From an optimization exercise on the open Yosys and OpenROAD flow, aimed at small area; shortcuts taken in it are not production practice. Only simulation tests tie the RTL to the original design; equivalence was not proved.

// processor
module processor
(
	output w_en,
	output done,
	output [7:0] addr,
	output [31:0] data_out,
	input clk,
	input rst_n,
	input start,
	input [31:0] data_in
);
clock: 7.0 ns
lec_check: 0
cap_margin: 20
core_margin: 2
core_utilization: 40
slew_margin: 20
synth_hierarchical: 1
synth_minimum_keep_size: 0
standard.sh (not shown) runs the stock make flow with config.mk's settings and CLKGATE_MAP_FILE= SYNTH_SCRIPT=/design/flow/synth_recipe.tcl, a recipe that flattens the netlist after the stock synthesis.
==> flow/flow/run.sh <==
#!/bin/bash
# The standard layout (standard.sh: the standard flow's synthesis and ORFS flow), with
# these changes to how the layout is made:
#  - every input and output port still gets its own buffer, but a buf_1
#    rather than the delay cell that buffer_ports picks by default;
#  - after floorplanning, downsize.tcl sets every cell to the smallest drive
#    strength of its kind; the flow's own timing repair then upsizes what the
#    timing needs;
#  - clock tree synthesis adds no dummy loads at the leaves and builds the
#    tree from clkbuf_4 cells, at most 10 flip-flops per cluster.
set -euo pipefail
export BUFFER_PORTS_ARGS="-buffer_cell sky130_fd_sc_hd__buf_1"
export POST_FLOORPLAN_TCL="$(pwd)/flow/downsize.tcl"
export CTS_ARGS="-sink_clustering_enable -repair_clock_nets -dont_use_dummy_load -buf_list sky130_fd_sc_hd__clkbuf_4 -sink_clustering_size 10 -sink_clustering_max_diameter 60"
bash standard.sh synth > synth.log 2>&1
bash standard.sh finish > layout.log 2>&1
==> flow/flow/downsize.tcl <==
# Replace each standard cell by the smallest cell of its family (same
# function and pins, another drive strength). Synthesis sizes cells for speed
# without knowing the layout; the timing repair later in the flow upsizes
# again what the timing needs.
set db [ord::get_db]
set block [ord::get_db_block]
set dont_use [env_var_or_empty DONT_USE_CELLS]
set count 0
set saved 0.0
foreach inst [$block getInsts] {
  set m [$inst getMaster]
  set name [$m getName]
  if { ![regexp {^(sky130_fd_sc_hd__[a-z0-9]+)_([0-9]+)$} $name -> base drive] } {
    continue
  }
  if { [regexp {tap|fill|decap|diode|conb} $base] } {
    continue
  }
  set best $name
  set best_area [expr { [$m getWidth] * [$m getHeight] }]
  set area0 $best_area
  foreach d {0 1 2 4} {
    set cand ${base}_$d
    set cm [$db findMaster $cand]
    if { $cm == "NULL" } {
      continue
    }
    set skip 0
    foreach p $dont_use {
      if { [string match $p $cand] } {
        set skip 1
      }
    }
    if { $skip } {
      continue
    }
    set a [expr { [$cm getWidth] * [$cm getHeight] }]
    if { $a < $best_area } {
      set best $cand
      set best_area $a
    }
  }
  if { $best ne $name } {
    replace_cell [$inst getName] $best
    incr count
    set saved [expr { $saved + ($area0 - $best_area) / 1e6 }]
  }
}
puts "downsize: replaced $count cells, [format %.1f $saved] um^2 less"
==> next run, changes <==
--- a/flow/design.v
+++ b/flow/design.v
@@ -17,47 +17,44 @@
 			s2 <= 1'b0;
 		end else begin
 			s0 <= ~s2 & (start | s0);
 			s1 <= s0;
 			s2 <= s1;
 		end
 	end
 	reg [15:0] rw;    
 	reg [15:0] cw;    
+	reg [7:0] m1, m2;   
 	wire det_load = s1 & ~s0 & (data_in[31:29] == 3'd4);
 	wire mul_load = s1 & ~s0 & (data_in[31:29] == 3'd2);
 	always @(posedge clk) begin
 		if (s1) begin
 			rw <= {rw[7:0], rw[15:8]};
 		end else begin
 			rw <= {data_in[7:0], data_in[15:8]};
 		end
 		if (~s1) begin
 			cw <= {data_in[31:28], data_in[23:20], data_in[27:24], data_in[19:16]};
 		end else begin
 			if (det_load)
 				cw[7:0] <= {~rw[3:0], rw[7:4]};
 			if (mul_load)
 				cw[15:8] <= m2;
 		end
 	end
 	reg [7:0] ar;
-	reg q_sub, q_as, q_mul, q_tr, q_det;
-	wire in_delay = s1 & ~s0;
+	reg [2:0] op;
 	always @(posedge clk) begin
 		ar <= data_in[7:0];
-		q_sub <= data_in[29];
-		q_as  <= in_delay & (data_in[31:30] == 2'd0);
-		q_mul <= mul_load;
-		q_tr  <= in_delay & (data_in[31:29] == 3'd3);
-		q_det <= det_load;
-	end
-	wire det_sel = q_det;
+		op <= data_in[31:29];
+	end
+	wire ex = s2 & ~s1;
+	wire det_sel = ex & (op == 3'd4);
 	wire [3:0] x1 = rw[3:0];
 	wire [3:0] x2 = rw[7:4];
 	wire [3:0] y1 = s0 ? cw[11:8] : cw[3:0];
 	wire [3:0] y2 = s0 ? cw[15:12] : cw[7:4];
 	wire e = det_sel;
 	wire [7:0] u;
 	wire t0 = x1[0] & y1[0];
 	wire t1 = x1[0] & y1[1];
 	wire t2 = x1[0] & y1[2];
@@ -148,26 +145,25 @@
 	fa f62 (.a(t17), .b(t33), .c(c57), .s(s62), .co(c62));
 	wire s63, c63;
 	fa f63 (.a(c58), .b(s62), .c(c59), .s(s63), .co(c63));
 	wire s64, c64;
 	ha h64 (.a(c60), .b(s63), .s(s64), .co(c64));
 	wire t65 = c62 ^ c63;
 	wire [7:0] ra = {t65, s64, c56, c50, s50, s44, s39, s38};
 	wire [7:0] rb = {c64, c61, s61, s56, 1'b0, 1'b0, s40, 1'b0};
 	assign u = ra + rb;
-	reg [7:0] m1, m2;
 	always @(posedge clk) begin
 		m1 <= u;
 		m2 <= m1;
 	end
 	wire [3:0] a11 = rw[3:0], a12 = rw[7:4], a21 = rw[11:8], a22 = rw[15:12];
 	wire [3:0] b11 = cw[3:0], b21 = cw[7:4], b12 = cw[11:8], b22 = cw[15:12];
-	wire sub = q_sub;
+	wire sub = op[0];
 	wire [3:0] sa0 = a11, sa1 = a12, sa2 = a21, sa3 = a22;
 	wire [3:0] sb0 = b11, sb1 = b12, sb2 = b21, sb3 = b22;
 	wire [4:0] as0, as1, as2, as3;
 	wire t66 = sa0[0] ^ sb0[0];
 	wire t67 = sub ? (sa0[0] | ~sb0[0]) : (sa0[0] & sb0[0]);
 	wire t68 = sb0[1] ^ sub;
 	wire s69, c69;
 	fa f69 (.a(sa0[1]), .b(t68), .c(t67), .s(s69), .co(c69));
 	wire t70 = sb0[2] ^ sub;
@@ -211,29 +207,29 @@
 	fa f96 (.a(sa3[1]), .b(t95), .c(t94), .s(s96), .co(c96));
 	wire t97 = sb3[2] ^ sub;
 	wire s98, c98;
 	fa f98 (.a(sa3[2]), .b(t97), .c(c96), .s(s98), .co(c98));
 	wire t99 = sb3[3] ^ sub;
 	wire s100, c100;
 	fa f100 (.a(sa3[3]), .b(t99), .c(c98), .s(s100), .co(c100));
 	wire t101 = (sa3[3] & t99) | ((sa3[3] | t99) & ~c98);
 	assign as3 = {t101, s100, s98, s96, t93};
-	wire sel_as  = s2 & q_as;
-	wire sel_mul = s2 & q_mul;
-	wire sel_tr  = s2 & q_tr;
-	wire sel_det = s2 & q_det;
+	wire sel_as  = ex & ~op[2] & ~op[1];
+	wire sel_mul = ex & (op == 3'd2);
+	wire sel_tr  = ex & (op == 3'd3);
+	wire sel_det = det_sel;
 	wire [31:0] r_as  = {{3{as3[4]}}, as3, {3{as2[4]}}, as2, {3{as1[4]}}, as1, {3{as0[4]}}, as0};
 	wire [31:0] r_tr  = {{4{a22[3]}}, a22, {4{a12[3]}}, a12, {4{a21[3]}}, a21, {4{a11[3]}}, a11};
 	assign data_out = ({32{sel_as}} & r_as) | ({32{sel_tr}} & r_tr) |
 	                  ({32{sel_mul}} & {cw[15:8], m1, m2, 8'd0}) |
 	                  ({32{sel_mul | sel_det}} & {24'd0, u}) |
 	                  ({32{sel_det}} & {{24{u[7]}}, 8'd0});
-	assign w_en = s2 & (q_as | q_mul | q_tr | q_det);
+	assign w_en = ex & ~(op[2] & (op[1] | op[0]));
 	assign done = w_en;
 	assign addr = s2 ? (s1 ? 8'h00 : ar) : 8'hFF;
 endmodule
 module fa(input a, input b, input c, output s, output co);
 	assign s = a ^ b ^ c;
 	assign co = (a & b) | (a & c) | (b & c);
 endmodule
 module ha(input a, input b, output s, output co);
 	assign s = a ^ b;
Utilization stays flat.
Worst setup slack degrades by 0.14 ns.
Worst hold slack degrades by 0.0080 ns.
Clock-buffer cell count is unchanged.
Sequential share of layout area shrinks by 0.95 points.
Non-clock buffer count grows by 5.
Final area stays flat.
Wire length is about the same.
Via count grows by 0.44%.
First-iteration DRC count grows by 42%.
Cell count grows by 1.0%.

## afterwards: timing with drivers on the ports
The flow's constraints put no driver on any port. The routed layouts listed below were extracted and timed again, unchanged, in two steps. Step 1 sets driving cells, clkbuf_16 on the clock port and buf_2 on the other inputs (assumed; they add their load-dependent delay and slew). Step 2 moves the port delays by t, midway between the first and last clock arrival at a register: inputs arrive t later, outputs are due t later. That takes back most of the time a late clock gives input paths. Slacks: ideal ports / drivers / drivers and shift; pairs: ideal ports / drivers.
run	t (ns)	slack for setup (ns)	hold slack, ns	worst slew at a driven data input, ns
the first run	0.415	0.467 / 0.438 / 0.853	0.351 / 0.351 / 0.351	0.04
the second run	0.414	0.325 / 0.296 / 0.710	0.343 / 0.343 / 0.343	0.04
After both steps every run listed still meets setup and hold.
